Background: an optimization exercise with open tools, aiming at small area and a short achievable clock period. Do not read the settings as production practice. Only simulation tests tie the RTL to the original design; equivalence was not proved. Power and IR drop assume default switching activity.

==> design.v <==
module singlecycle (
    input  logic        i_clk, i_reset,
    input  logic [31:0] i_io_sw,
    input  logic [31:0] i_instr,
    output logic [31:0] o_pc_debug,
    output logic [31:0] o_io_ledr,
    output logic [31:0] o_io_ledg,
    output logic [31:0] o_io_lcd,
    output logic [31:0] o_io_hex0, o_io_hex1, o_io_hex2, o_io_hex3,
    output logic [31:0] o_io_hex4, o_io_hex5, o_io_hex6, o_io_hex7
);
    logic [31:0] pc;
    logic [31:0] ledr, ledg, lcd, hex30, hex74, swt;
    logic [31:1] rf_v;                  
    logic        s_we;                  
    logic        s_st;                  
    logic        s_ld;                  
    logic [4:0]  s_rd;
    logic [2:0]  s_f3;                  
    logic        s_alt;                 
    logic [2:0]  s_fn;                  
    logic [31:0] s_a, s_b;
    logic [31:0]      wb;               
    logic [32*32-1:0] rf_all;           
    logic [64*32-1:0] mem_all;          
    logic [31:0]      pc_next;
    logic [39:0]      io_en;            
    logic [31:0]      io_d;             
    logic             wen, st_ok, ld_in, alt_in;
    logic [4:0]       rd_in;
    logic [2:0]       f3_in, fn_in;
    logic [31:0]      a_in, b_in;
    logic             mem_we;
    logic [3:0]       s_lane;
    logic [31:0]      s_sdat;
    s1_logic u_s1 (
        .ins(i_instr), .rf_all(rf_all), .rf_v(rf_v), .wb(wb), .s_we(s_we), .s_rd(s_rd),
        .pc(pc), .swt(swt),
        .rst(i_reset), .pc_next(pc_next), .io_en(io_en), .io_d(io_d),
        .wen(wen), .st_ok(st_ok), .ld(ld_in), .alt(alt_in), .rd(rd_in), .f3(f3_in),
        .fn(fn_in), .a_in(a_in), .b_in(b_in));
    s2_logic u_s2 (
        .s_a(s_a), .s_b(s_b), .s_f3(s_f3), .s_fn(s_fn), .s_alt(s_alt), .s_ld(s_ld),
        .s_st(s_st), .mem_all(mem_all), .ledr(ledr), .ledg(ledg), .hex30(hex30),
        .hex74(hex74), .lcd(lcd),
        .wb(wb), .mem_we(mem_we), .lane(s_lane), .sdat(s_sdat));
    assign rf_all[31:0] = 32'b0;
    genvar g;
    generate
        for (g = 1; g < 32; g++) begin : R
            logic [31:0] q;
            always_ff @(posedge i_clk)
                if (s_we && s_rd == g) q <= wb;
            assign rf_all[32 * g +: 32] = q;
        end
    endgenerate
    always_ff @(posedge i_clk or posedge i_reset)
        if (i_reset) rf_v <= '0;
        else if (s_we) rf_v[s_rd] <= 1'b1;
    generate
        for (g = 0; g < 64; g++) begin : M
            logic [31:0] q;
            wire we = mem_we && s_a[7:2] == g;
            always_ff @(posedge i_clk) begin
                if (we && s_lane[0]) q[7:0]   <= s_sdat[7:0];
                if (we && s_lane[1]) q[15:8]  <= s_sdat[15:8];
                if (we && s_lane[2]) q[23:16] <= s_sdat[23:16];
                if (we && s_lane[3]) q[31:24] <= s_sdat[31:24];
            end
            assign mem_all[32 * g +: 32] = q;
        end
    endgenerate
    always_ff @(posedge i_clk or posedge i_reset)
        if (i_reset) pc <= 32'b0;
        else         pc <= pc_next;
    assign o_pc_debug = pc;
    logic [31:0] io_q [0:4];
    generate
        for (g = 0; g < 5; g++) begin : IO
            always_ff @(posedge i_clk)
                for (int k = 0; k < 4; k++) begin
                    if (io_en[8 * g + k])     io_q[g][8 * k +: 7] <= io_d[8 * k +: 7];
                    if (io_en[8 * g + 4 + k]) io_q[g][8 * k + 7]  <= io_d[8 * k + 7];
                end
        end
    endgenerate
    assign ledr  = io_q[0];
    assign ledg  = io_q[1];
    assign hex30 = io_q[2];
    assign hex74 = io_q[3];
    assign lcd   = io_q[4];
    always_ff @(posedge i_clk or posedge i_reset)
        if (i_reset) swt <= 32'b0;
        else         swt <= i_io_sw;
    assign o_io_ledr = ledr;
    assign o_io_ledg = ledg;
    assign o_io_lcd  = lcd;
    assign o_io_hex0 = {25'b0, hex30[6:0]};
    assign o_io_hex1 = {25'b0, hex30[14:8]};
    assign o_io_hex2 = {25'b0, hex30[22:16]};
    assign o_io_hex3 = {25'b0, hex30[30:24]};
    assign o_io_hex4 = {25'b0, hex74[6:0]};
    assign o_io_hex5 = {25'b0, hex74[14:8]};
    assign o_io_hex6 = {25'b0, hex74[22:16]};
    assign o_io_hex7 = {25'b0, hex74[30:24]};
    always_ff @(posedge i_clk or posedge i_reset)
        if (i_reset) s_we <= 1'b0;
        else         s_we <= wen;
    always_ff @(posedge i_clk) begin
        s_st  <= st_ok & ~i_reset;
        s_ld  <= ld_in;
        s_rd  <= rd_in;
        s_f3  <= f3_in;
        s_alt <= alt_in;
        s_fn  <= fn_in;
        s_a   <= a_in;
        s_b   <= b_in;
    end
endmodule
module s1_logic (
    input  logic [31:0]      ins,
    input  logic [32*32-1:0] rf_all,
    input  logic [31:1]      rf_v,
    input  logic [31:0]      wb,
    input  logic             s_we,
    input  logic [4:0]       s_rd,
    input  logic [31:0]      pc, swt,
    input  logic             rst,
    output logic [31:0]      pc_next,
    output logic [39:0]      io_en,
    output logic [31:0]      io_d,
    output logic             wen, st_ok, ld, alt,
    output logic [4:0]       rd,
    output logic [2:0]       f3, fn,
    output logic [31:0]      a_in, b_in
);
    wire [6:0]  opc = ins[6:0];
    wire [4:0]  ra1 = ins[19:15];
    wire [4:0]  ra2 = ins[24:20];
    wire        f7_0  = ins[31:25] == 7'b0000000;
    wire        f7_20 = ins[31:25] == 7'b0100000;
    assign f3 = ins[14:12];
    assign rd = ins[11:7];
    wire is_op    = opc == 7'b0110011;
    wire is_opimm = opc == 7'b0010011;
    wire is_load  = opc == 7'b0000011;
    wire is_store = opc == 7'b0100011;
    wire is_br    = opc == 7'b1100011;
    wire is_jal   = opc == 7'b1101111;
    wire is_jalr  = opc == 7'b1100111 && f3 == 3'b000;
    wire is_lui   = opc == 7'b0110111;
    wire is_auipc = opc == 7'b0010111;
    wire op_ok    = is_op & (f7_0 | (f7_20 & (f3 == 3'b000 | f3 == 3'b101)));
    wire opimm_ok = is_opimm & ((f3 == 3'b001) ? f7_0 :
                                (f3 == 3'b101) ? (f7_0 | f7_20) : 1'b1);
    wire ld_ok    = is_load & (f3 == 3'b000 | f3 == 3'b001 | f3 == 3'b010 |
                               f3 == 3'b100 | f3 == 3'b101);
    assign st_ok  = is_store & (f3 == 3'b000 | f3 == 3'b001 | f3 == 3'b010);
    wire br_ok    = is_br & (f3 != 3'b010) & (f3 != 3'b011);
    assign wen    = (op_ok | opimm_ok | ld_ok | is_jal | is_jalr | is_lui | is_auipc)
                    & (rd != 5'd0);
    assign ld     = is_load;
    assign alt    = ins[30] & (is_op | (is_opimm & f3 == 3'b101));
    assign fn     = (is_op | is_opimm) ? f3 : 3'b000;
    wire [31:0] imm_i = {{20{ins[31]}}, ins[31:20]};
    wire [31:0] imm_s = {{20{ins[31]}}, ins[31:25], ins[11:7]};
    wire [31:0] imm_b = {{20{ins[31]}}, ins[7], ins[30:25], ins[11:8], 1'b0};
    wire [31:0] imm_j = {{12{ins[31]}}, ins[19:12], ins[20], ins[30:21], 1'b0};
    wire [31:0] imm_u = {ins[31:12], 12'b0};
    logic [31:0] rd1, rd2;
    always_comb begin
        rd1 = 32'b0;
        rd2 = 32'b0;
        for (int i = 1; i < 32; i++) begin
            rd1 = rd1 | ({32{ra1 == i && rf_v[i]}} & rf_all[32 * i +: 32]);
            rd2 = rd2 | ({32{ra2 == i && rf_v[i]}} & rf_all[32 * i +: 32]);
        end
    end
    wire fwd1 = s_we && (ra1 == s_rd);
    wire fwd2 = s_we && (ra2 == s_rd);
    wire [31:0] rs1 = fwd1 ? wb : rd1;
    wire [31:0] rs2 = fwd2 ? wb : rd2;
    wire [31:0] pc4 = pc + 32'd4;
    wire [31:0] pc_tgt = pc + (is_jal ? imm_j : imm_b);
    wire [31:0] imm_ls = is_store ? imm_s : imm_i;
    logic [31:0] agu, agu_co, agu_co4n;
    pfx_add32 u_agu (.a(rs1), .b(imm_ls), .s(agu), .co(agu_co), .co4n(agu_co4n));
    wire        c12n = agu_co4n[11];        
    wire [1:0]  ea = agu[1:0];
    wire        sgn = ~f3[1];
    logic       eq, lt;
    logic [1:0] ll4, ee4;
    tree_cmp32 u_cmp (.a({rs1[31] ^ sgn, rs1[30:0]}), .b({rs2[31] ^ sgn, rs2[30:0]}),
                      .lt(lt), .eq(eq), .ll4(ll4), .ee4(ee4));
    wire        take = br_ok & (f3[0] ^ (f3[2] ? lt : eq));
    wire [31:0] pc_seq = is_jalr ? {agu[31:1], 1'b0} : pc4;
    wire c_lt = br_ok & f3[2] & ~f3[0];
    wire c_ge = br_ok & f3[2] & f3[0];
    wire c_eq = br_ok & ~f3[2] & ~f3[0];
    wire c_ne = br_ok & ~f3[2] & f3[0];
    logic [3:0] jmp;
    genvar gi;
    generate
        for (gi = 0; gi < 4; gi++) begin : TK
            take_unit t (.ll4(ll4), .ee4(ee4), .c_lt(c_lt), .c_ge(c_ge), .c_eq(c_eq),
                         .c_ne(c_ne), .jal(is_jal), .jmp(jmp[gi]));
        end
        for (gi = 0; gi < 32; gi++) begin : PM
            g_mux2 m (.a(pc_seq[gi]), .b(pc_tgt[gi]), .s(jmp[gi / 8]), .y(pc_next[gi]));
        end
    endgenerate
    wire [19:0] hi = rs1[31:12];
    wire        hi_io = hi[19:3] == 17'h02000;
    wire [6:0]  hik = {hi_io & hi[2:0] == 3'd5, hi_io & hi[2:0] == 3'd4,
                       hi_io & hi[2:0] == 3'd3, hi_io & hi[2:0] == 3'd2,
                       hi_io & hi[2:0] == 3'd1, hi_io & hi[2:0] == 3'd0,
                       hi == 20'h0FFFF};
    logic [4:0] pg0, pg1;
    always_comb
        for (int j = 0; j < 5; j++) begin
            pg0[j] = st_ok & (imm_s[11] ? hik[j + 2] : hik[j + 1]);
            pg1[j] = st_ok & (imm_s[11] ? hik[j + 1] : hik[j]);
        end
    wire sw_w = f3[1];
    wire sh_w = f3[0];
    wire [3:0] lane = sw_w ? 4'b1111 :
                      sh_w ? (ea[1] ? 4'b1100 : 4'b0011) :
                             (4'b0001 << ea);
    wire [3:0] lane_lcd = sw_w ? 4'b1111 :
                          sh_w ? (ea[1] ? 4'b0000 : 4'b0011) :
                                 (ea == 2'b00 ? 4'b0001 : 4'b0000);
    wire [3:0] lane_h7 = sw_w ? lane : sh_w ? (lane & 4'b0101) : 4'b0000;
    logic [4:0]  pg;
    logic [39:0] msk;
    always_comb
        for (int j = 0; j < 5; j++)
            for (int k = 0; k < 4; k++) begin
                msk[8 * j + k]     = j == 4 ? lane_lcd[k] : lane[k];
                msk[8 * j + 4 + k] = j == 4 ? lane_lcd[k] : (j == 2 || j == 3) ? lane_h7[k] : lane[k];
            end
    generate
        for (gi = 0; gi < 5; gi++) begin : PG
            g_mux2 m (.a(pg1[gi]), .b(pg0[gi]), .s(c12n), .y(pg[gi]));
        end
        for (gi = 0; gi < 40; gi++) begin : EN
            g_a21o e (.a1(pg[gi / 8]), .a2(msk[gi]), .b1(rst), .y(io_en[gi]));
        end
    endgenerate
    wire [31:0] sdat = {sw_w ? rs2[31:24] : sh_w ? rs2[15:8] : rs2[7:0],
                   sw_w ? rs2[23:16] : rs2[7:0],
                   sh_w | sw_w ? rs2[15:8] : rs2[7:0],
                   rs2[7:0]};
    assign io_d = sdat & {32{~rst}};
    always_comb begin
        if (is_load | is_store)     a_in = agu;
        else if (is_auipc)          a_in = pc;
        else if (is_jal | is_jalr)  a_in = pc4;
        else if (is_lui)            a_in = 32'b0;
        else                        a_in = rs1;
        if (is_op | is_store)       b_in = rs2;
        else if (is_load)           b_in = swt;
        else if (is_opimm)          b_in = imm_i;
        else if (is_lui | is_auipc) b_in = imm_u;
        else                        b_in = 32'b0;
    end
endmodule
module s2_logic (
    input  logic [31:0]      s_a, s_b,
    input  logic [2:0]       s_f3, s_fn,
    input  logic             s_alt, s_ld, s_st,
    input  logic [64*32-1:0] mem_all,
    input  logic [31:0]      ledr, ledg, hex30, hex74, lcd,
    output logic [31:0]      wb,
    output logic             mem_we,
    output logic [3:0]       lane,
    output logic [31:0]      sdat
);
    wire        sub  = s_alt | (s_fn == 3'b010) | (s_fn == 3'b011);
    wire [32:0] diff = {1'b0, s_a} + {1'b0, s_b ^ {32{sub}}} + {32'b0, sub};
    wire        s_ltu = ~diff[32];
    wire        s_lt  = (s_a[31] ^ s_b[31]) ? s_a[31] : diff[31];
    wire [4:0]  sh = s_b[4:0];
    wire        left = s_fn == 3'b001;
    logic [31:0] sh_in, sh_out, sh_rev;
    logic [63:0] sh_wide;
    always_comb begin
        for (int i = 0; i < 32; i++) sh_in[i] = left ? s_a[31 - i] : s_a[i];
        sh_wide = {{32{s_alt & s_a[31] & ~left}}, sh_in} >> sh;
        sh_out = sh_wide[31:0];
        for (int i = 0; i < 32; i++) sh_rev[i] = sh_out[31 - i];
    end
    logic [31:0] alu;
    always_comb begin
        case (s_fn)
            3'b000: alu = diff[31:0];
            3'b001: alu = sh_rev;
            3'b010: alu = {31'b0, s_lt};
            3'b011: alu = {31'b0, s_ltu};
            3'b100: alu = s_a ^ s_b;
            3'b101: alu = sh_out;
            3'b110: alu = s_a | s_b;
            default: alu = s_a & s_b;
        endcase
    end
    wire        m_mem  = s_a[31:15] == 17'b0;
    wire        m_io   = s_a[31:15] == 17'h02000;
    wire        m_ledr = m_io & s_a[14:12] == 3'd0;
    wire        m_ledg = m_io & s_a[14:12] == 3'd1;
    wire        m_h30  = m_io & s_a[14:12] == 3'd2;
    wire        m_h74  = m_io & s_a[14:12] == 3'd3;
    wire        m_lcd  = m_io & s_a[14:12] == 3'd4;
    wire        m_swt  = s_a[31:12] == 20'h10010;
    assign lane = s_f3[1] ? 4'b1111 :
                  s_f3[0] ? (s_a[1] ? 4'b1100 : 4'b0011) :
                            (4'b0001 << s_a[1:0]);
    assign sdat = {s_f3[1] ? s_b[31:24] : s_f3[0] ? s_b[15:8] : s_b[7:0],
                   s_f3[1] ? s_b[23:16] : s_b[7:0],
                   s_f3[1] | s_f3[0] ? s_b[15:8] : s_b[7:0],
                   s_b[7:0]};
    assign mem_we = s_st & m_mem;
    logic [63:0] msel;
    always_comb
        for (int i = 0; i < 64; i++) msel[i] = s_a[7:2] == i;
    logic [31:0] mword, lword;
    ao_mux64 u_mrd (.sel(msel), .d(mem_all), .q(mword));
    always_comb begin
        lword = 32'b0;
        if (m_mem)  lword = mword;
        if (m_ledr) lword = ledr;
        if (m_ledg) lword = ledg;
        if (m_h30)  lword = hex30;
        if (m_h74)  lword = hex74;
        if (m_lcd)  lword = lcd;
    end
    wire hexpg = m_h30 | m_h74;
    logic [31:0] ldv;
    logic [7:0]  lb;
    logic [15:0] lh;
    always_comb begin
        case (s_a[1:0])
            2'b00: lb = lword[7:0];
            2'b01: lb = lword[15:8];
            2'b10: lb = lword[23:16];
            default: lb = lword[31:24];
        endcase
        lh = s_a[1] ? lword[31:16] : lword[15:0];
        if (hexpg) begin
            lb[7]  = lb[6]  & ~s_f3[2];
            lh[15] = lh[14] & ~s_f3[2];
        end
        case (s_f3)
            3'b000: ldv = {{24{lb[7]}}, lb};
            3'b001: ldv = {{16{lh[15]}}, lh};
            3'b100: ldv = {24'b0, lb};
            3'b101: ldv = {16'b0, lh};
            default: ldv = lword;
        endcase
        if (hexpg & ~s_f3[1]) ldv[31] = 1'b0;
        if (m_swt) ldv = s_b;
    end
    assign wb = s_ld ? ldv : alu;
endmodule
module ao_mux32 (                       
    input  logic [31:0]      sel,
    input  logic [32*32-1:0] d,
    output logic [31:0]      q_n
);
    genvar b, j;
    generate
        for (b = 0; b < 32; b++) begin : B
            logic [10:0] y;
            logic [2:0]  z;
            for (j = 0; j < 10; j++) begin : T
                g_ao222i u (.a(sel[3 * j + 1]), .b(d[32 * (3 * j + 1) + b]),
                            .c(sel[3 * j + 2]), .d(d[32 * (3 * j + 2) + b]),
                            .e(sel[3 * j + 3]), .f(d[32 * (3 * j + 3) + b]), .y(y[j]));
            end
            g_nand2 u31 (.a(sel[31]), .b(d[32 * 31 + b]), .y(y[10]));
            g_nand4 n0 (.a(y[0]), .b(y[1]), .c(y[2]), .d(y[3]), .y(z[0]));
            g_nand4 n1 (.a(y[4]), .b(y[5]), .c(y[6]), .d(y[7]), .y(z[1]));
            g_nand3 n2 (.a(y[8]), .b(y[9]), .c(y[10]), .y(z[2]));
            g_nor3 o (.a(z[0]), .b(z[1]), .c(z[2]), .y(q_n[b]));
        end
    endgenerate
endmodule
module ao_mux64 (                       
    input  logic [63:0]      sel,
    input  logic [64*32-1:0] d,
    output logic [31:0]      q
);
    genvar b, j;
    generate
        for (b = 0; b < 32; b++) begin : B
            logic [21:0] y;
            logic [5:0]  z;
            logic [2:0]  w;
            for (j = 0; j < 21; j++) begin : T
                g_ao222i u (.a(sel[3 * j]), .b(d[32 * (3 * j) + b]),
                            .c(sel[3 * j + 1]), .d(d[32 * (3 * j + 1) + b]),
                            .e(sel[3 * j + 2]), .f(d[32 * (3 * j + 2) + b]), .y(y[j]));
            end
            g_nand2 u63 (.a(sel[63]), .b(d[32 * 63 + b]), .y(y[21]));
            for (j = 0; j < 5; j++) begin : N
                g_nand4 n (.a(y[4 * j]), .b(y[4 * j + 1]), .c(y[4 * j + 2]), .d(y[4 * j + 3]),
                           .y(z[j]));
            end
            g_nand2 n5 (.a(y[20]), .b(y[21]), .y(z[5]));
            g_nor2 o0 (.a(z[0]), .b(z[1]), .y(w[0]));
            g_nor2 o1 (.a(z[2]), .b(z[3]), .y(w[1]));
            g_nor2 o2 (.a(z[4]), .b(z[5]), .y(w[2]));
            g_nand3 r (.a(w[0]), .b(w[1]), .c(w[2]), .y(q[b]));
        end
    endgenerate
endmodule
module g_ao222i (input logic a, b, c, d, e, f, output logic y);
    assign y = ~((a & b) | (c & d) | (e & f));
endmodule
module g_nand2 (input logic a, b, output logic y);
    assign y = ~(a & b);
endmodule
module g_nand3 (input logic a, b, c, output logic y);
    assign y = ~(a & b & c);
endmodule
module g_nand4 (input logic a, b, c, d, output logic y);
    assign y = ~(a & b & c & d);
endmodule
module g_nor2 (input logic a, b, output logic y);
    assign y = ~(a | b);
endmodule
module g_nor3 (input logic a, b, c, output logic y);
    assign y = ~(a | b | c);
endmodule
module pfx_add32 (
    input  logic [31:0] a, b,
    output logic [31:0] s, co,
    output logic [31:0] co4n                
);
    logic [31:0] p, g0n, p0n;
    logic [31:0] gg [0:5];
    logic [31:0] pp [0:5];
    genvar i, k;
    generate
        for (i = 0; i < 32; i++) begin : L0
            g_xor2  x (.a(a[i]), .b(b[i]), .y(p[i]));
            g_nand2 n (.a(a[i]), .b(b[i]), .y(gg[0][i]));      
            g_xnor2 q (.a(a[i]), .b(b[i]), .y(pp[0][i]));      
        end
        for (k = 1; k <= 5; k++) begin : LV
            localparam int D = 1 << (k - 1);
            for (i = 0; i < 32; i++) begin : N
                if (k % 2 == 1) begin : POS     
                    if (i >= D) begin : C
                        g_o21ai u (.a1(pp[k-1][i]), .a2(gg[k-1][i-D]), .b1(gg[k-1][i]), .y(gg[k][i]));
                        g_nor2  v (.a(pp[k-1][i]), .b(pp[k-1][i-D]), .y(pp[k][i]));
                    end else begin : T
                        g_inv   u (.a(gg[k-1][i]), .y(gg[k][i]));
                        assign pp[k][i] = 1'b0;
                    end
                end else begin : NEG            
                    if (i >= D) begin : C
                        g_a21oi u (.a1(pp[k-1][i]), .a2(gg[k-1][i-D]), .b1(gg[k-1][i]), .y(gg[k][i]));
                        g_nand2 v (.a(pp[k-1][i]), .b(pp[k-1][i-D]), .y(pp[k][i]));
                    end else begin : T
                        g_inv   u (.a(gg[k-1][i]), .y(gg[k][i]));
                        assign pp[k][i] = 1'b1;
                    end
                end
            end
        end
        assign s[0] = p[0];
        for (i = 1; i < 32; i++) begin : S
            g_xor2 x (.a(p[i]), .b(gg[5][i-1]), .y(s[i]));
        end
    endgenerate
    assign co = gg[5];
    assign co4n = gg[4];
endmodule
module tree_cmp32 (
    input  logic [31:0] a, b,
    output logic        lt, eq,
    output logic [1:0]  ll4, ee4        
);
    logic [31:0] ll [0:5];
    logic [31:0] ee [0:5];
    genvar i, k;
    generate
        for (i = 0; i < 32; i++) begin : L0
            g_orn   o (.a(a[i]), .bn(b[i]), .y(ll[0][i]));     
            g_xor2  x (.a(a[i]), .b(b[i]), .y(ee[0][i]));      
        end
        for (k = 1; k <= 5; k++) begin : LV
            localparam int W = 32 >> k;
            for (i = 0; i < W; i++) begin : N
                if (k % 2 == 1) begin : POS
                    g_o21ai u (.a1(ee[k-1][2*i+1]), .a2(ll[k-1][2*i]), .b1(ll[k-1][2*i+1]), .y(ll[k][i]));
                    g_nor2  v (.a(ee[k-1][2*i+1]), .b(ee[k-1][2*i]), .y(ee[k][i]));
                end else begin : NEG
                    g_a21oi u (.a1(ee[k-1][2*i+1]), .a2(ll[k-1][2*i]), .b1(ll[k-1][2*i+1]), .y(ll[k][i]));
                    g_nand2 v (.a(ee[k-1][2*i+1]), .b(ee[k-1][2*i]), .y(ee[k][i]));
                end
            end
        end
    endgenerate
    assign lt = ll[5][0];
    assign eq = ee[5][0];
    assign ll4 = ll[4][1:0];
    assign ee4 = ee[4][1:0];
endmodule
module g_inv (input logic a, output logic y);
    assign y = ~a;
endmodule
module g_xor2 (input logic a, b, output logic y);
    assign y = a ^ b;
endmodule
module g_xnor2 (input logic a, b, output logic y);
    assign y = ~(a ^ b);
endmodule
module g_orn (input logic a, bn, output logic y);
    assign y = a | ~bn;
endmodule
module g_a21oi (input logic a1, a2, b1, output logic y);
    assign y = ~((a1 & a2) | b1);
endmodule
module g_o21ai (input logic a1, a2, b1, output logic y);
    assign y = ~((a1 | a2) & b1);
endmodule
module g_mux2 (input logic a, b, s, output logic y);
    assign y = s ? b : a;
endmodule
module take_unit (
    input  logic [1:0] ll4, ee4,
    input  logic       c_lt, c_ge, c_eq, c_ne, jal,
    output logic       jmp
);
    wire lt = ~ll4[1] | (~ee4[1] & ~ll4[0]);
    wire eq = ~ee4[1] & ~ee4[0];
    assign jmp = jal | (c_lt & lt) | (c_ge & ~lt) | (c_eq & eq) | (c_ne & ~eq);
endmodule
module g_a21o (input logic a1, a2, b1, output logic y);
    assign y = (a1 & a2) | b1;
endmodule
==> flow/run.sh <==
#!/bin/bash
# Layout flow: the standard ORFS flow (standard.sh) with these changes:
#  - repair_timing aims at 21 ns of setup slack, so the resizer sizes and buffers
#    the critical paths instead of stopping once the 30 ns clock is met;
#  - clock tree sinks are clustered 25 to a buffer and CTS adds no dummy loads;
#  - ports are buffered with buf_2 cells.
# The synthesis, floorplan, power grid, SDC and clock period are the standard ones.
set -euo pipefail
export SETUP_SLACK_MARGIN=21
export CTS_ARGS="-sink_clustering_enable -repair_clock_nets -sink_clustering_size 25 -sink_clustering_max_diameter 100 -dont_use_dummy_load"
export BUFFER_PORTS_ARGS="-buffer_cell sky130_fd_sc_hd__buf_2"
bash standard.sh > standard.log 2>&1
==> standard.sh <==
#!/bin/bash
# synth_recipe.tcl (not shown) runs the flow's synth.tcl, then flattens the netlist and writes it again
# the make line also repeats each setting of config.mk as NAME=value (left out here)
make -C /OpenROAD-flow-scripts/flow DESIGN_CONFIG=/design/flow/config.mk WORK_HOME=/design/flow/orfs CLKGATE_MAP_FILE= SYNTH_SCRIPT=/design/flow/synth_recipe.tcl "${@:-finish}"
==> config.mk <==
export PLATFORM = sky130hd
export DESIGN_NAME = singlecycle
export DESIGN_NICKNAME = singlecycle
export VERILOG_FILES = /design/flow/design.v
export SDC_FILE = /design/flow/constraint.sdc
export NUM_CORES = 8
export LEC_CHECK = 0
export CAP_MARGIN = 35
export CORE_MARGIN = 2
export CORE_UTILIZATION = 30
export PLACE_DENSITY = 0.7
export SLEW_MARGIN = 35
export SYNTH_HIERARCHICAL = 1
==> constraint.sdc <==
create_clock -name core_clock -period 30.0 [get_ports {i_clk}]
set_input_delay 6.0000 -clock core_clock [delete_from_list [all_inputs] [get_ports {i_clk}]]
set_output_delay 6.0000 -clock core_clock [all_outputs]
set_load 0.01 [all_outputs]
==> summary.txt, run 1 <==
CTS
  – Clock Pin Slew Worst Setup and Hold Paths: 0.10 ns
  – # hold bufs at CTS: 0
  – Clock Latency Late Sink: 0.97 ns
  – H-tree depth: 4
  – CTS max path bufs: 4
  – CTS tree: yes
  – Clk Tree Root Cell: clkbuf_16
  – Clock Sinks: 3,374
  – Num CTS Buffers: 164

STA
  – Least-Margin Pin Slew: 1.12 ns
  – Fmax: 105 MHz
  – Post-layout min period: 9.50 ns
  – Final setup viols: 0
  – Fin. Hold Viols: 0
  – Slew Limit Fails: 0
  – Final setup skew: 0.152 ns
  – TNS Setup: 0 ns
  – Slew HR: 0.255
  – RSZ-0062 raised after global routing: true
  – Part of the cycle the worst path needs: 0.317

Drt
  – Drt pass-1 iters: 15
  – WL per Instance: 38.7 um
  – Vias per cell: 6.57
  – Total number of vias: 115,000
  – Remaining DRCs: 0
  – Final ANT Viol Nets: 0
  – Starting DRC count in detailed routing: 25,900
  – DRT Wirelength: 676,000 um

Setup path
  – Worst path max stage delay: 0.48 ns
  – Type of origin of the critical path: primary input
  – Slowest cell on the critical path: a2111oi_1
  – Family with the most delay on the worst path: simple AND/OR/NAND/NOR gates
  – Critical path cell sequence: bufbuf_16, and4bb_4, and2_2, buf_12, a2111oi_1, and4_1, a31oi_4, buf_6, buf_12, nor2_4, nand4b_1, nor4b_4, and4bb_1, mux2_4, a21o_4
  – Critical Path Fanout Max: 27
  – Element type at the critical path end: register
  – Arrival time worst endpoint: 10.11 ns
  – CP most frequent cell: buf_12
  – Critical path class: primary input to register
  – Buffers & Inverters on Critical Path: 4
  – Worst EP required: 30.61 ns

Power
  – Max VDD drop: 0.0000572 V
  – Leak pwr: 0.0574 uW
  – P per Cell Area: 53.0 nW/um^2

Cells and area
  – Finished Cell Area: 169,000 sq um
  – Commonest cells after routing, fill and taps aside: edfxtp_1, a222oi_1, nor2_1
  – Most common cell after layout, fill and taps aside: edfxtp_1
  – Layout net count: 11,100
  – Non-filler instance count after layout: 17,500
  – Share of cells above drive strength 1: 0.183
  – P&R area growth vs syn: 15.1%

Place
  – Dpl hpwl: 430,000 um
  – DP Cell Count: 16,900
  – IO Port Bufs: 249
  – Placed Area: 158,000 sq um
  – Final RePlAce weighted congestion: 1.05

GRT
  – M3 GR Usage: 0.128
  – Grt ovf: 0
  – GR Util met2: 0.366
  – Tot GR Track Use: 0.256
  – Initial antenna violation count: 80
  – GR Layer Usage met1: 0.298
  – First-pass GRT wire length: 885,000 um
  – GRT Max-Usage Layer: met2
  – Largest net degree at the start of global routing: 70
  – Vias in the first global route: 103,000

Floorplan
  – Core ar.: 489,000 sq um
  – Die W: 705 um
  – I/O Pins: 450
  – Initial Util: 0.301
  – Die Y: 705 um
  – DIE AREA: 497,000 sq um
  – FP Rows: 257

Synthesis
  – Yosys warns: 17
  – Mapped cell area: 147,000 sq um
  – Mapped Avg Cell Area: 14.1 sq um
  – Syn Inst Count: 10,400

Outcome
  – Status: timing/DRC/antenna clean

Run
  – Max Cap Violations: 0

Min path
  – Worst min path class: register to register
path summary, 6_finish.rpt:
| path | start | endpoint | slack (ns) | depth (start not counted) |
|---|---|---|---|---|
| setup / recovery | i_instr[18] | io_q[3][6] | 20.50 | 15 |
| hold / removal | rf_v[18] | rf_v[18] | 0.52 | 1 |
| setup reg to reg | s_a[4] | io_q[3][6] | 21.08 | 29 |
| hold reg to reg | rf_v[18] | rf_v[18] | 0.52 | 1 |
| max in group asynchronous | i_reset | pc[27] | 23.08 | 4 |
| min in group asynchronous | i_reset | swt[17] | 5.69 | 3 |
state kept, by name (all words and copies together) (netlist names):
name,cells
M.q,2048
R.q,992
io_q,160
pc,32
rf_v,31
s_a,32
s_alt,1
s_b,32
s_f3,3
s_fn,3
s_ld,1
s_rd,5
s_st,1
s_we,1
swt,32
metal layers:
layer	routed length, um	part of all wire
met3	115000	0.17
met2	276000	0.41
met4	63700	0.094
met1	219000	0.32
met5	1920	0.0028
layout make-up:
| class | instances | area, sq um |
|---|---|---|
| Antenna cell | 72 | 180 |
| Clock buffer | 164 | 4100 |
| Fill cell | 46600 | 320000 |
| Inverter | 122 | 468 |
| Multi-Input combinational cell | 6341 | 47800 |
| Sequential cell | 3374 | 100000 |
| Tap cell | 6475 | 8100 |
| Timing Repair Buffer | 914 | 8700 |
metrics by stage:
step                total power [uW]  setup WS, ns  utilization  hold slack [ns]
floorplan                       5960         20.29            -            0.432
global placement                6480         17.93        0.322            0.502
detailed placement              6490         17.89        0.323            0.489
CTS                             8870         20.75        0.342            0.510
global route                    9130         20.56        0.346            0.539
finish                          8980         20.50        0.346            0.518
repair_timing:
item                                    4_1_cts  5_1_grt
endpoints found under the setup margin      338      221
pin swaps                                   209      138
resized for setup                           668      240
gates cloned                                 28        2
setup buffers                               201       53
power breakdown:
part           switching, uW  internal (uW)  total (uW)
sequential               142           5180        5320
combinational            834            396        1230
clock                   1450            981        2430
worst reg2reg max path: cells and delay by family, from the launching register on:
family / cells / cell delay (ns)
multiplexers: 1 / 0.31
flip-flops: 1 / 0.32
buffers and inverters: 5 / 1.35
AO/OA/AOI/OAI: 11 / 2.94
AND/OR/NAND/NOR: 12 / 3.74
==> run 2, diff against run 1 <==
--- a/config.mk
+++ b/config.mk
@@ -10,3 +10,3 @@
 export CORE_UTILIZATION = 30
-export PLACE_DENSITY = 0.7
+export PLACE_DENSITY = 0.55
 export SLEW_MARGIN = 35
==> run 2 against run 1 <==
Net effect:
- clock-buffer cell count is 3 higher
- flip-flop and latch count stayed put
- synthesized area stayed put
- cell area is 0.72% lower
- register-to-register slack worse by 0.30 ns
- synthesized cell count stayed put
- critical path type unchanged
- largest power group unchanged
- highest routed layer unchanged
==> summary.txt, run 2 <==
Cells and area
  – Top flop regs: M.q: 2048 flops, R.q: 992 flops, io_q: 160 flops
  – Finished Cell Area: 168,000 sq um
  – Max FFs per register: 2,048
  – Top reg by flops: M.q
  – Layout net count: 11,100
  – P&R area growth vs syn: 14.2%
  – Commonest cells after routing, fill and taps aside: edfxtp_1, a222oi_1, nor2_1
  – Share of cells above drive strength 1: 0.171
  – Most common cell after layout, fill and taps aside: edfxtp_1

Setup path
  – Worst path max stage delay: 0.67 ns
  – Critical path cell sequence: buf_16, and3_4, buf_12, and2_4, buf_12, a22oi_1, and3_1, nand4_1, nor4_4, a21oi_4, xnor2_4, o21ai_2, a21oi_2, o21ai_4, a21oi_4, buf_12, mux2_4, a21o_4
  – Critical path launch point: i_instr[18]
  – Critical Path Fanout Max: 23
  – Element type at the critical path end: register
  – Critical path class: primary input to register
  – CP most frequent cell: buf_12
  – Type of origin of the critical path: primary input
  – Worst EP required: 30.73 ns
  – RR Startpoint: s_a[5]
  – Arrival time worst endpoint: 10.30 ns
  – Family with the most delay on the worst path: simple AND/OR/NAND/NOR gates
  – Buffers & Inverters on Critical Path: 4
  – Slowest cell on the critical path: nor4_4

Power
  – Max VDD drop: 0.0000512 V
  – Total power: 9030 uW
  – Leak pwr: 0.0571 uW
  – P per Cell Area: 53.7 nW/um^2

GRT
  – Initial antenna violation count: 88
  – Grt ovf: 0
  – Largest net degree at the start of global routing: 85
  – Vias in the first global route: 102,000
  – Tot GR Track Use: 0.268
  – First-pass GRT wire length: 916,000 um

CTS
  – Num CTS Buffers: 167
  – Clk Tree Root Cell: clkbuf_16
  – CTS tree: yes
  – H-tree depth: 4
  – CTS max path bufs: 4
  – # hold bufs at CTS: 0
  – Clock Pin Slew Worst Setup and Hold Paths: 0.10 ns
  – Clock Sinks: 3,374
  – Clock Latency Late Sink: 1.05 ns

STA
  – Least-Margin Pin Slew: 1.09 ns
  – Final setup skew: 0.162 ns
  – RSZ-0062 raised after global routing: true
  – Fin Hold WS: 0.531 ns
  – Final setup viols: 0
  – Part of the cycle the worst path needs: 0.319
  – Slew HR: 0.271
  – Fmax: 104 MHz
  – Slew Limit Fails: 0
  – TNS Setup: 0 ns
  – Post-layout min period: 9.58 ns
  – Fin. Hold Viols: 0

Drt
  – Final ANT Viol Nets: 0
  – Starting DRC count in detailed routing: 23,900
  – Drt pass-1 iters: 14
  – Remaining DRCs: 0
  – DRT Wirelength: 702,000 um
  – Total number of vias: 112,000
  – Vias per cell: 6.43
  – WL per Instance: 40.2 um

Outcome
  – Status: timing/DRC/antenna clean

Place
  – IO Port Bufs: 249
  – Placed Area: 158,000 sq um
  – Dpl hpwl: 445,000 um
  – Final RePlAce weighted congestion: 0.987

Floorplan
  – Initial Util: 0.301
  – Core ar.: 489,000 sq um
  – Die W: 705 um
  – I/O Pins: 450
  – FP Rows: 257
  – Die Y: 705 um
  – DIE AREA: 497,000 sq um

Synthesis
  – Syn Inst Count: 10,400
  – Mapped Avg Cell Area: 14.1 sq um
  – Mapped cell area: 147,000 sq um
  – Yosys warns: 17

Min path
  – Hold_sp: rf_v[18]
  – Worst min path class: register to register

Run
  – Max Cap Violations: 0
[run 2: path summary, 6_finish.rpt]
path	depth (start not counted)	to	slack [ns]
setup / recovery	18	io_q[0][14]	20.42
hold / removal	1	rf_v[18]	0.53
setup reg to reg	31	pc[31]	20.78
hold reg to reg	1	rf_v[18]	0.53
max in group asynchronous	4	rf_v[23]	23.07
min in group asynchronous	3	pc[19]	5.63
[run 2: stage by stage]
step	util	setup slack [ns]	instances
3_3_place_gp	0.323	17.30	16900
3_5_place_dp	0.324	17.79	17000
5_1_grt	0.344	20.53	17400
6_report	0.344	20.42	17500
4_1_cts	0.341	20.76	17300
2_1_floorplan	-	20.29	10600
[run 2: layout make-up]
type                    count  area, sq um
diodes                     69          173
clock buffers             167         4180
repair buffers            897         8300
inverters                 122          460
fillers                 47300       321000
multi-input cells        6346        46900
flip-flops and latches   3374       100000
well taps                6475         8100
[run 2: per-layer routing]
layer	wire length, um	global-route usage	vias to the layer above
met3	104000	0.114	2660
met1	241000	0.321	56700
met4	63600	0.191	46
met5	1270	0.0134	-
met2	292000	0.387	9830
li1	-	-	43000
[run 2: power breakdown]
| part | switching [uW] | internal [uW] |
|---|---|---|
| clock network | 1490 | 997 |
| logic | 847 | 380 |
| registers | 140 | 5180 |
[run 2: timing repair]
| action | in CTS | in global routing |
|---|---|---|
| cloned | 30 | 1 |
| pin swaps | 152 | 51 |
| setup endpoints to repair | 272 | 223 |
| resized for setup | 492 | 130 |
| buffers inserted | 181 | 43 |
==> run 3, diff against run 2 <==
--- a/design.v
+++ b/design.v
@@ -59,2 +59,3 @@
         else if (s_we) rf_v[s_rd] <= 1'b1;
+    wire [3:0] lane_n = ~s_lane;
     generate
@@ -62,8 +63,12 @@
             logic [31:0] q;
-            wire we = mem_we && s_a[7:2] == g;
+            wire we_n = ~(mem_we && s_a[7:2] == g);
+            logic [3:0] en;
+            for (genvar k = 0; k < 4; k++) begin : E
+                g_nor2 u (.a(we_n), .b(lane_n[k]), .y(en[k]));
+            end
             always_ff @(posedge i_clk) begin
-                if (we && s_lane[0]) q[7:0]   <= s_sdat[7:0];
-                if (we && s_lane[1]) q[15:8]  <= s_sdat[15:8];
-                if (we && s_lane[2]) q[23:16] <= s_sdat[23:16];
-                if (we && s_lane[3]) q[31:24] <= s_sdat[31:24];
+                if (en[0]) q[7:0]   <= s_sdat[7:0];
+                if (en[1]) q[15:8]  <= s_sdat[15:8];
+                if (en[2]) q[23:16] <= s_sdat[23:16];
+                if (en[3]) q[31:24] <= s_sdat[31:24];
             end
--- a/flow/run.sh
+++ b/flow/run.sh
@@ -5,3 +5,3 @@
 #  - clock tree sinks are clustered 25 to a buffer and CTS adds no dummy loads;
-#  - ports are buffered with buf_2 cells.
+#  - ports are buffered with buf_1 cells.
 # The synthesis, floorplan, power grid, SDC and clock period are the standard ones.
@@ -10,3 +10,3 @@
 export CTS_ARGS="-sink_clustering_enable -repair_clock_nets -sink_clustering_size 25 -sink_clustering_max_diameter 100 -dont_use_dummy_load"
-export BUFFER_PORTS_ARGS="-buffer_cell sky130_fd_sc_hd__buf_2"
+export BUFFER_PORTS_ARGS="-buffer_cell sky130_fd_sc_hd__buf_1"
 bash standard.sh > standard.log 2>&1
--- a/config.mk
+++ b/config.mk
@@ -10,3 +10,3 @@
 export CORE_UTILIZATION = 30
-export PLACE_DENSITY = 0.55
+export PLACE_DENSITY = 0.7
 export SLEW_MARGIN = 35
==> run 3 against run 2 <==
Net effect:
- synthesized area fell by 0.92%
- synthesized cell count fell by 1.2%
- sequential share of layout area rose by 0.27 points
==> summary.txt, run 3 <==
STA
  – Fin Hold WS: 0.533 ns
  – Fin. Hold Viols: 0
  – Fmax: 103 MHz
  – Slew Limit Fails: 0
  – TNS Setup: 0 ns
  – RSZ-0062 raised after global routing: true
  – Post-layout min period: 9.70 ns
  – Part of the cycle the worst path needs: 0.323
  – Final setup viols: 0
  – Least-Margin Pin Slew: 1.18 ns
  – Slew HR: 0.214
  – Final setup skew: 0.126 ns

Setup path
  – Depth of the most critical reg-to-reg path: 32
  – Element type at the critical path end: register
  – Arrival time worst endpoint: 10.32 ns
  – Critical Path Fanout Max: 38
  – Slowest cell on the critical path: nor4_4
  – Type of origin of the critical path: primary input
  – Worst path max stage delay: 0.65 ns
  – Critical path class: primary input to register
  – Critical path cell sequence: clkbuf_16, buf_12, nor3b_4, buf_12, and2_4, buf_12, a222oi_1, nand3_1, nor4_4, a21oi_4, xnor2_4, o21ai_2, a21oi_2, o21ai_2, a21oi_4, buf_12, mux2_4, a21o_4
  – Worst EP required: 30.62 ns
  – CP most frequent cell: buf_12

Cells and area
  – Fillers: 46,300
  – Share of cells above drive strength 1: 0.161
  – Finished Cell Area: 167,000 sq um
  – Layout net count: 11,100
  – Top reg by flops: M.q
  – Non-filler instance count after layout: 17,400
  – Top flop regs: M.q: 2048 flops, R.q: 992 flops, io_q: 160 flops
  – Max FFs per register: 2,048
  – Most common cell after layout, fill and taps aside: edfxtp_1
  – Commonest cells after routing, fill and taps aside: edfxtp_1, a222oi_1, nor2_1
  – P&R area growth vs syn: 14.8%

Place
  – Dpl hpwl: 416,000 um
  – Placed Area: 157,000 sq um
  – IO Port Bufs: 249
  – Final RePlAce weighted congestion: 1.00
  – DP Cell Count: 16,800

Power
  – P per Cell Area: 53.8 nW/um^2
  – Total power: 9010 uW
  – Leak pwr: 0.0559 uW
  – Max VDD drop: 0.0000581 V

CTS
  – CTS tree: yes
  – Clock Pin Slew Worst Setup and Hold Paths: 0.09 ns
  – # hold bufs at CTS: 0
  – Num CTS Buffers: 162
  – CTS max path bufs: 4
  – Clk Tree Root Cell: clkbuf_16
  – H-tree depth: 4
  – Clock Sinks: 3,374
  – Clock Latency Late Sink: 0.94 ns

GRT
  – Tot GR Track Use: 0.253
  – Grt ovf: 0
  – Initial antenna violation count: 39
  – Vias in the first global route: 102,000
  – First-pass GRT wire length: 865,000 um
  – Largest net degree at the start of global routing: 69

Drt
  – DRT Wirelength: 661,000 um
  – Final ANT Viol Nets: 0
  – Vias per cell: 6.50
  – WL per Instance: 38.0 um
  – Drt pass-1 iters: 14
  – Starting DRC count in detailed routing: 24,200
  – Total number of vias: 113,000
  – Remaining DRCs: 0

Min path
  – Hold Path Depth: 1
  – Worst min path class: register to register

Outcome
  – Status: timing/DRC/antenna clean

Synthesis
  – Mapped cell area: 146,000 sq um
  – Mapped Avg Cell Area: 14.2 sq um
  – Yosys warns: 18
  – Syn Inst Count: 10,300

Floorplan
  – Initial Util: 0.301
  – Core ar.: 485,000 sq um
  – FP Rows: 256
  – DIE AREA: 492,000 sq um
  – I/O Pins: 450
  – Die W: 701 um
  – Die Y: 701 um

Run
  – Max Cap Violations: 0
run 3: worst max-delay path: cells and delay by family:
kind            cells  cell delay (ns)
mux                 1             0.39
compound gates      7             1.45
simple gates        4             1.24
xor+xnor            1             0.29
buf+inv             5             0.87
run 3: layout make-up:
type | count | area, sq um | area share
Tap cell | 6450 | 8070 | 0.0482
Timing Repair Buffer | 966 | 8640 | 0.0516
Sequential cell | 3374 | 100000 | 0.598
Antenna cell | 46 | 115 | 0.000687
Inverter | 132 | 505 | 0.00302
Multi-Input combinational cell | 6242 | 46000 | 0.275
Clock buffer | 162 | 4050 | 0.0242
run 3: path summary, 6_finish.rpt:
check                            startpoint     endpoint  slack, ns
worst min register to register      rf_v[8]      rf_v[8]       0.53
worst min-delay path                rf_v[8]      rf_v[8]       0.53
max in group asynchronous           i_reset       pc[29]      23.28
worst max-delay path            i_instr[15]  io_q[3][21]      20.30
min in group asynchronous           i_reset      swt[19]       5.53
worst max register to register       s_a[3]       pc[26]      20.79
run 3: power breakdown:
part           leakage, uW  total [uW]  internal [uW]  switching (uW)
Sequential          0.0314        5290           5170             114
Combinational       0.0225        1310            394             915
Clock              0.00200        2410            969            1440
Total               0.0559        9010           6540            2470
run 3: repair_timing:
| item | 4_1_cts | 5_1_grt |
|---|---|---|
| setup buffers | 220 | 54 |
| gates resized for setup | 536 | 174 |
| pin swaps | 137 | 80 |
| cloned | 27 | 5 |
| setup endpoints to repair | 321 | 222 |
| hold endpoints to repair | 0 | 0 |
run 3: per-layer routing:
layer  global-route usage  up-vias  part of all wire
met1                0.292    55800              0.32
met3                0.120     3168              0.17
met5               0.0468        -            0.0055
li1                     -    42800                 -
met4                0.179       59             0.096
met2                0.365    11100              0.41
run 3: per-stage QoR:
step,setup WS (ns),utilization
2_1_floorplan,20.35,-
3_3_place_gp,17.72,0.322
3_5_place_dp,17.75,0.323
4_1_cts,20.56,0.341
5_1_grt,20.36,0.345
6_report,20.30,0.345
==> run 4, diff against run 3 <==
--- a/config.mk
+++ b/config.mk
@@ -10,3 +10,3 @@
 export CORE_UTILIZATION = 30
-export PLACE_DENSITY = 0.7
+export PLACE_DENSITY = 0.55
 export SLEW_MARGIN = 35
==> run 4 against run 3 <==
Net effect:
- clock power grew 3%
- critical endpoint is now pc[2]
- synthesized cell count unchanged
- sequential share of layout area decreased by 0.058 points
- via count down 0.46%
- highest routed layer unchanged
- die area did not move
- critical path depth rose by 3
- non-clock buffer count down 14
- largest power group unchanged
- global-route usage grew 1.3 points
- final cell count is 0.17% higher
- still clean on timing, DRC and antenna
==> summary.txt, run 4 <==
Setup path
  – Critical path class: primary input to register
  – Arrival time worst endpoint: 10.42 ns
  – Critical path cell sequence: clkbuf_16, and3_1, buf_4, and2_4, buf_12, buf_4, a222oi_1, nand3_1, nor4_4, a21oi_4, nand2b_4, o21ai_2, a21oi_2, o21ai_2, a21oi_4, buf_12, o21ai_2, mux2i_1, nand4b_1, buf_6, mux2_4
  – Worst EP required: 30.83 ns
  – Element type at the critical path end: register
  – Buffers & Inverters on Critical Path: 6
  – Critical Path Fanout Max: 24
  – CP most frequent cell: o21ai_2
  – Type of origin of the critical path: primary input
  – Family with the most delay on the worst path: simple AND/OR/NAND/NOR gates
  – Worst path max stage delay: 0.64 ns
  – Slowest cell on the critical path: nor4_4

Synthesis
  – Mapped cell area: 146,000 sq um
  – Yosys warns: 18
  – Mapped Avg Cell Area: 14.2 sq um
  – Syn Inst Count: 10,300

Drt
  – Vias per cell: 6.46
  – DRT Wirelength: 688,000 um
  – Remaining DRCs: 0
  – Starting DRC count in detailed routing: 22,300
  – Final ANT Viol Nets: 0
  – Drt pass-1 iters: 14
  – Total number of vias: 112,000
  – WL per Instance: 39.5 um

STA
  – Final setup skew: 0.170 ns
  – TNS Setup: 0 ns
  – Least-Margin Pin Slew: 1.10 ns
  – Fin. Hold Viols: 0
  – Final setup viols: 0
  – Post-layout min period: 9.59 ns
  – Slew Limit Fails: 0
  – Fmax: 104 MHz
  – Part of the cycle the worst path needs: 0.320
  – Slew HR: 0.270
  – RSZ-0062 raised after global routing: true

GRT
  – Largest net degree at the start of global routing: 70
  – First-pass GRT wire length: 902,000 um
  – Initial antenna violation count: 62
  – Vias in the first global route: 102,000
  – Grt ovf: 0
  – Tot GR Track Use: 0.266

Floorplan
  – I/O Pins: 450
  – DIE AREA: 492,000 sq um
  – FP Rows: 256
  – Die W: 701 um
  – Die Y: 701 um
  – Initial Util: 0.301
  – Core ar.: 485,000 sq um

Run
  – Max Cap Violations: 0

Cells and area
  – P&R area growth vs syn: 14.9%
  – Commonest cells after routing, fill and taps aside: edfxtp_1, nor2_1, a222oi_1
  – Top flop regs: M.q: 2048 flops, R.q: 992 flops, io_q: 160 flops
  – Most common cell after layout, fill and taps aside: edfxtp_1
  – Top reg by flops: M.q
  – Fillers: 46,800
  – Max FFs per register: 2,048
  – Final core utilization: 0.345
  – Share of cells above drive strength 1: 0.161
  – Layout net count: 11,100

CTS
  – CTS max path bufs: 4
  – H-tree depth: 4
  – Clock Sinks: 3,374
  – CTS tree: yes
  – Clk Tree Root Cell: clkbuf_16
  – # hold bufs at CTS: 0
  – Num CTS Buffers: 167
  – Clock Pin Slew Worst Setup and Hold Paths: 0.11 ns
  – Clock Latency Late Sink: 1.02 ns

Power
  – Leak pwr: 0.0560 uW
  – P per Cell Area: 54.3 nW/um^2
  – Max VDD drop: 0.0000456 V
  – Total power: 9100 uW

Min path
  – Worst min path class: register to register

Place
  – IO Port Bufs: 249
  – Dpl hpwl: 437,000 um
  – Final RePlAce weighted congestion: 0.995

Outcome
  – Status: timing/DRC/antenna clean
==> run 4: layout make-up <==
cell class	count	area (sq um)	share of cell area
repair buffers	952	8570	0.0511
inverters	132	504	0.00301
clock buffers	167	4180	0.0249
multi-input cells	6249	46000	0.275
flip-flops and latches	3374	100000	0.597
diodes	77	193	0.00115
well taps	6450	8070	0.0481
==> run 4: through the flow <==
stage                     cells  instance area [sq um]  setup slack (ns)  hold WS (ns)
after floorplan           10500                 148000             20.35         0.434
after global routing      17300                 168000             20.49         0.546
after global placement    16800                 156000             17.31         0.494
after CTS                 17300                 166000             20.74         0.519
after detailed placement  16800                 157000             17.49         0.495
final                     17400                 168000             20.41         0.537
==> run 4: worst paths after layout <==
kind,cells after the start,end,slack (ns),from
worst min register to register,2,s_b[11],0.54,swt[11]
worst min-delay path,2,s_b[11],0.54,swt[11]
min in group asynchronous,2,swt[11],5.28,i_reset
max in group asynchronous,3,rf_v[7],23.51,i_reset
worst max-delay path,21,pc[2],20.41,i_instr[15]
worst max register to register,32,pc[2],20.68,s_a[2]
==> run 4: tightest hold or removal path, cell delays in order, from the launching register on <==
cell and delay, ns:
dfrtp_1 0.34, a21oi_1 0.07, nor2_1 0.09
==> run 4: metal layers <==
layer / wire length [um] / up-vias / share of wire / GRT usage
met5: 586 / - / 0.00085 / 0.00951
met4: 60900 / 28 / 0.089 / 0.175
met3: 95500 / 2855 / 0.14 / 0.103
met2: 292000 / 10100 / 0.43 / 0.397
met1: 238000 / 56600 / 0.35 / 0.319
li1: - / 42800 / - / -
==> run 4: report_power, final <==
group | switching (uW) | internal, uW | total [uW]
Clock | 1490 | 998 | 2490
Sequential | 127 | 5170 | 5300
Combinational | 916 | 396 | 1310
==> run 4: repair_timing <==
item / 4_1_cts / 5_1_grt
pin swaps: 146 / 80
setup endpoints to repair: 294 / 222
resized for setup: 509 / 139
gates cloned: 38 / 3
buffers inserted: 238 / 26
==> run 5, diff against run 4 <==
--- a/config.mk
+++ b/config.mk
@@ -10,3 +10,3 @@
 export CORE_UTILIZATION = 30
-export PLACE_DENSITY = 0.55
+export PLACE_DENSITY = 0.62
 export SLEW_MARGIN = 35
==> run 5 against run 4 <==
Net effect:
- global-route usage decreased by 0.93 points
- clock skew increased by 0.041 ns
- maximum frequency increased by 0.35%
- wire length decreased by 2.5%
- synthesized area unchanged
- cell area about the same
- clock power about the same
- via count about the same
- combinational power about the same
- synthesized cell count unchanged
- clock-buffer cell count unchanged
- critical endpoint is now pc[5]
==> summary.txt, run 5 <==
CTS
  – # hold bufs at CTS: 0
  – Num CTS Buffers: 167
  – Clock Sinks: 3,374
  – H-tree depth: 4
  – CTS tree: yes
  – Clock Latency Late Sink: 1.02 ns
  – Clk Tree Root Cell: clkbuf_16
  – Clock Pin Slew Worst Setup and Hold Paths: 0.11 ns
  – CTS max path bufs: 4

Cells and area
  – Commonest cells after routing, fill and taps aside: edfxtp_1, a222oi_1, nor2_1
  – Layout net count: 11,100
  – Most common cell after layout, fill and taps aside: edfxtp_1
  – Final core utilization: 0.345
  – Fillers: 46,600
  – Top reg by flops: M.q
  – Finished Cell Area: 168,000 sq um
  – Max FFs per register: 2,048
  – Non-filler instance count after layout: 17,300
  – P&R area growth vs syn: 14.9%
  – Top flop regs: M.q: 2048 flops, R.q: 992 flops, io_q: 160 flops
  – Share of cells above drive strength 1: 0.163

Synthesis
  – Syn Inst Count: 10,300
  – Yosys warns: 18
  – Mapped cell area: 146,000 sq um
  – Mapped Avg Cell Area: 14.2 sq um

Power
  – P per Cell Area: 54.1 nW/um^2
  – Leak pwr: 0.0559 uW
  – Max VDD drop: 0.0000421 V

Floorplan
  – I/O Pins: 450
  – Die Y: 701 um
  – DIE AREA: 492,000 sq um
  – Core ar.: 485,000 sq um
  – Initial Util: 0.301
  – Die W: 701 um
  – FP Rows: 256

Drt
  – DRT Wirelength: 671,000 um
  – WL per Instance: 38.6 um
  – Final ANT Viol Nets: 0
  – Vias per cell: 6.48
  – Remaining DRCs: 0
  – Starting DRC count in detailed routing: 23,800
  – Drt pass-1 iters: 14
  – Total number of vias: 112,000

Setup path
  – Worst EP required: 30.84 ns
  – RR Startpoint: s_a[5]
  – R2r endpoint: io_q[4][22]
  – Type of origin of the critical path: primary input
  – Element type at the critical path end: register
  – Arrival time worst endpoint: 10.39 ns
  – Depth of the most critical reg-to-reg path: 29
  – Critical Path Fanout Max: 8
  – Critical path class: primary input to register
  – Reg2reg setup slack: 20.73 ns

STA
  – Part of the cycle the worst path needs: 0.318
  – Final setup skew: 0.211 ns
  – Fmax: 105 MHz
  – Post-layout min period: 9.55 ns
  – Slew HR: 0.259
  – Fin Hold WS: 0.506 ns
  – Slew Limit Fails: 0
  – RSZ-0062 raised after global routing: true
  – Fin. Hold Viols: 0
  – TNS Setup: 0 ns
  – Final setup viols: 0
  – Least-Margin Pin Slew: 1.11 ns

Place
  – DP Cell Count: 16,800
  – Dpl hpwl: 435,000 um
  – Final RePlAce weighted congestion: 1.01
  – Placed Area: 157,000 sq um
  – IO Port Bufs: 249

Min path
  – Hold_sp: swt[11]
  – Worst min path class: register to register
  – Worst Hold End: s_b[11]
  – Hold Path Depth: 2

Outcome
  – Status: timing/DRC/antenna clean

GRT
  – Vias in the first global route: 101,000
  – First-pass GRT wire length: 875,000 um
  – Grt ovf: 0
  – Tot GR Track Use: 0.257
  – Largest net degree at the start of global routing: 68
  – Initial antenna violation count: 54

Run
  – Max Cap Violations: 0
==> run 5: final cells by class <==
cell class	instances	area, sq um	share of cell area
multi-input cells	6238	46200	0.276
well taps	6450	8070	0.0481
clock buffers	167	4180	0.0249
flip-flops and latches	3374	100000	0.597
repair buffers	938	8440	0.0503
diodes	50	125	0.000746
inverters	132	508	0.00303
==> run 5: what timing repair did <==
action,CTS,global route
setup endpoints to repair,302,222
buffers inserted,115,142
resized for setup,366,436
pin swaps,66,181
gates cloned,15,14
==> run 5: power breakdown <==
part           internal (uW)  switching (uW)  total (uW)
registers               5170             118        5290
logic                    401             910        1310
clock network            996            1470        2470
total                   6570            2500        9070
==> run 5: through the flow <==
stage	setup slack, ns	total power, uW
2_1_floorplan	20.35	5980
3_3_place_gp	17.49	6550
3_5_place_dp	17.72	6560
4_1_cts	20.61	8950
5_1_grt	20.51	9230
6_report	20.45	9070
==> run 5: per-layer routing <==
metal  track usage  up-vias  routed length, um
li1              -    42700                  -
met1         0.310    56100             227000
met2         0.376    10600             279000
met3         0.103     2957             102000
met4         0.173       34              61500
met5       0.00608        -                874
==> run 5: worst max-delay path by stage <==
stage | from | end | slack, ns | depth (start not counted)
2_1_floorplan | i_instr[18] | pc[10] | 20.35 | 21
3_3_place_gp | i_instr[15] | pc[24] | 17.49 | 18
3_5_place_dp | i_instr[15] | pc[25] | 17.72 | 19
4_1_cts | i_instr[17] | io_q[1][20] | 20.61 | 18
5_1_grt | i_instr[17] | io_q[1][20] | 20.51 | 23
6_report | i_instr[23] | pc[5] | 20.45 | 21
==> run 5: worst max-delay path, cell delays in order <==
cell,delay (ns)
buf_12,0.12
buf_12,0.14
and3b_2,0.24
and3_4,0.19
buf_12,0.18
a222oi_1,0.37
and3_1,0.21
nand4_1,0.17
nor4_4,0.62
a21oi_4,0.24
xor2_2,0.21
nor2_1,0.13
nand2_1,0.11
nor2_2,0.17
nand2_4,0.13
buf_6,0.14
o21ai_2,0.13
mux2i_1,0.19
nand4b_1,0.18
buf_6,0.18
mux2_4,0.29
==> run 6, diff against run 5 <==
--- a/config.mk
+++ b/config.mk
@@ -9,4 +9,4 @@
 export CORE_MARGIN = 2
-export CORE_UTILIZATION = 30
-export PLACE_DENSITY = 0.62
+export CORE_UTILIZATION = 45
+export PLACE_DENSITY = 0.6
 export SLEW_MARGIN = 35
==> run 6 against run 5 <==
Net effect:
- via count decreased by 0.42%
- core utilization increased by 16 points
- still clean on timing, DRC and antenna
- combinational power about the same
- hold slack improved by 0.050 ns
- largest power group unchanged
- non-clock buffer count decreased by 25
- final cell count decreased by 12%
- synthesized area unchanged
- critical endpoint is now io_q[0][21]
- total power decreased by 0.50%
- sequential power about the same
==> summary.txt, run 6 <==
Place
  – Dpl hpwl: 423,000 um
  – Final RePlAce weighted congestion: 1.00
  – Worst slack, placed: 17.77 ns
  – Placed Area: 154,000 sq um
  – IO Port Bufs: 249

STA
  – Least-Margin Pin Slew: 1.11 ns
  – Slew Limit Fails: 0
  – Fin. Hold Viols: 0
  – RSZ-0062 raised after global routing: true
  – Final setup viols: 0
  – Final setup skew: 0.121 ns
  – Final setup margin: 20.33 ns
  – Slew HR: 0.259
  – Fin Hold WS: 0.556 ns
  – TNS Setup: 0 ns
  – Fmax: 103 MHz
  – Part of the cycle the worst path needs: 0.322
  – Post-layout min period: 9.67 ns

Synthesis
  – Yosys warns: 18
  – Mapped Avg Cell Area: 14.2 sq um
  – Mapped cell area: 146,000 sq um
  – Syn Inst Count: 10,300

Floorplan
  – Core ar.: 323,000 sq um
  – Initial Util: 0.451
  – I/O Pins: 450
  – Die Y: 573 um
  – FP Rows: 209
  – DIE AREA: 329,000 sq um
  – Die W: 573 um

Power
  – Clk pwr share: 0.271
  – P per Cell Area: 54.8 nW/um^2
  – Seq pwr share: 0.587
  – Net Sw Frac: 0.271
  – Max VDD drop: 0.0000467 V
  – Leak pwr: 0.0557 uW
  – NetSw: 2450 uW
  – Total power: 9020 uW
  – Cell Int Power: 6580 uW
  – Combinational share of power: 0.142

GRT
  – Tot GR Track Use: 0.402
  – First-pass GRT wire length: 903,000 um
  – Largest net degree at the start of global routing: 69
  – Initial antenna violation count: 68
  – Grt ovf: 0
  – Vias in the first global route: 103,000

Setup path
  – Family with the most delay on the worst path: simple AND/OR/NAND/NOR gates
  – Worst EP required: 30.66 ns
  – Worst path max stage delay: 0.64 ns
  – Buffers & Inverters on Critical Path: 6
  – Slowest cell on the critical path: nor4_4
  – Critical path cell sequence: buf_12, buf_12, and3_4, buf_12, buf_16, and2_4, buf_12, a221oi_4, nand3_2, nor4_4, a21oi_4, buf_6, xor2_2, nand2b_1, nand2_1, nand2_2, a21o_4
  – CP most frequent cell: buf_12
  – Critical path class: primary input to register
  – Type of origin of the critical path: primary input
  – Arrival time worst endpoint: 10.33 ns
  – Critical Path Fanout Max: 14
  – Element type at the critical path end: register

CTS
  – Clock Sinks: 3,374
  – CTS tree: yes
  – Num CTS Buffers: 168
  – Clock Latency Late Sink: 0.96 ns
  – H-tree depth: 4
  – Clock Pin Slew Worst Setup and Hold Paths: 0.09 ns
  – CTS max path bufs: 4
  – Clk Tree Root Cell: clkbuf_16

Run
  – Max Cap Violations: 0

Cells and area
  – Top reg by flops: M.q
  – Share of cells above drive strength 1: 0.161
  – Finished Cell Area: 165,000 sq um
  – Most common cell after layout, fill and taps aside: edfxtp_1
  – Top flop regs: M.q: 2048 flops, R.q: 992 flops, io_q: 160 flops
  – Max FFs per register: 2,048
  – Commonest cells after routing, fill and taps aside: edfxtp_1, a222oi_1, nor2_1
  – Layout net count: 11,000
  – P&R area growth vs syn: 12.9%

Drt
  – Drt pass-1 iters: 14
  – WL per Instance: 44.9 um
  – Vias per cell: 7.35
  – Total number of vias: 112,000
  – DRT Wirelength: 683,000 um
  – Final ANT Viol Nets: 0
  – Starting DRC count in detailed routing: 23,400
  – Remaining DRCs: 0

Min path
  – Worst min path class: register to register

Outcome
  – Status: timing/DRC/antenna clean
run 6: final timing paths:
| check | startpoint | to | slack, ns | cells after the start |
|---|---|---|---|---|
| worst max-delay path | i_instr[17] | io_q[0][21] | 20.33 | 17 |
| worst min-delay path | rf_v[24] | rf_v[24] | 0.56 | 1 |
| worst max register to register | s_a[4] | io_q[3][0] | 20.40 | 30 |
| worst min register to register | rf_v[24] | rf_v[24] | 0.56 | 1 |
| max in group asynchronous | i_reset | s_we | 23.02 | 4 |
| min in group asynchronous | i_reset | pc[28] | 5.87 | 3 |
run 6: power by group through the flow:
stage	combinational [uW]	sequential (uW)	clock, uW
floorplan	643	5340	0
global placement	1120	5390	0
detailed placement	1130	5390	0
CTS	1210	5280	2440
global route	1300	5290	2580
finish	1280	5290	2440
run 6: per-stage QoR:
step,cells,util
4_1_cts,15100,0.506
5_1_grt,15200,0.509
3_5_place_dp,14700,0.476
6_report,15200,0.509
2_1_floorplan,10500,-
3_3_place_gp,14700,0.475
run 6: cell type report:
| type | instances | area (sq um) |
|---|---|---|
| Antenna cell | 70 | 175 |
| Clock buffer | 168 | 4200 |
| Fill cell | 27100 | 159000 |
| Inverter | 132 | 507 |
| Multi-Input combinational cell | 6246 | 46100 |
| Sequential cell | 3374 | 100000 |
| Tap cell | 4325 | 5410 |
| Timing Repair Buffer | 913 | 8250 |
run 6: what timing repair did:
action / CTS / global route
endpoints found under the setup margin: 359 / 224
gates cloned: 36 / 0
resized for setup: 598 / 126
pin swaps: 130 / 75
setup buffers: 212 / 20
hold buffers: 0 / 0
run 6: routing by layer:
metal  up-vias  global-route usage  share of wire
li1      42700                   -              -
met1     55700               0.485           0.33
met2     10500               0.585           0.42
met3      3081               0.135           0.14
met4        24               0.334           0.11
met5         -             0.00319        0.00061

what the ideal ports hide:
The results above use ideal ports. As a check the final layouts listed here were re-extracted and re-timed, cells and wires unchanged. Step 1 (the two cells are an assumption about what drives the block):
set clk [get_ports {i_clk}]
set_driving_cell -lib_cell sky130_fd_sc_hd__clkbuf_16 $clk
set_driving_cell -lib_cell sky130_fd_sc_hd__buf_2 [delete_from_list [all_inputs] $clk]
Step 2 moves the port delays by t, midway between the first and last clock arrival at a register: inputs arrive t later, outputs are due t later. That takes back most of the time a late clock gives input paths. a / b / c = ideal ports / drivers / drivers and shift; a / b = the first two.
run	t, ns	setup slack, ns	worst register clock-pin slew, ns
run 1	0.982	20.501 / 20.257 / 19.275	0.11 / 0.11
run 2	1.098	20.424 / 20.134 / 19.036	0.11 / 0.11
run 3	0.986	20.303 / 20.349 / 19.363	0.12 / 0.12
run 4	1.050	20.415 / 20.403 / 19.352	0.11 / 0.11
run 5	1.022	20.448 / 20.509 / 19.487	0.11 / 0.11
run 6	1.018	20.325 / 20.394 / 19.377	0.11 / 0.11
After both steps setup and hold are still met in every run listed. For run 2, which loses most, drivers alone change the setup slack by -0.290 ns; drivers and shift together by -1.388 ns.
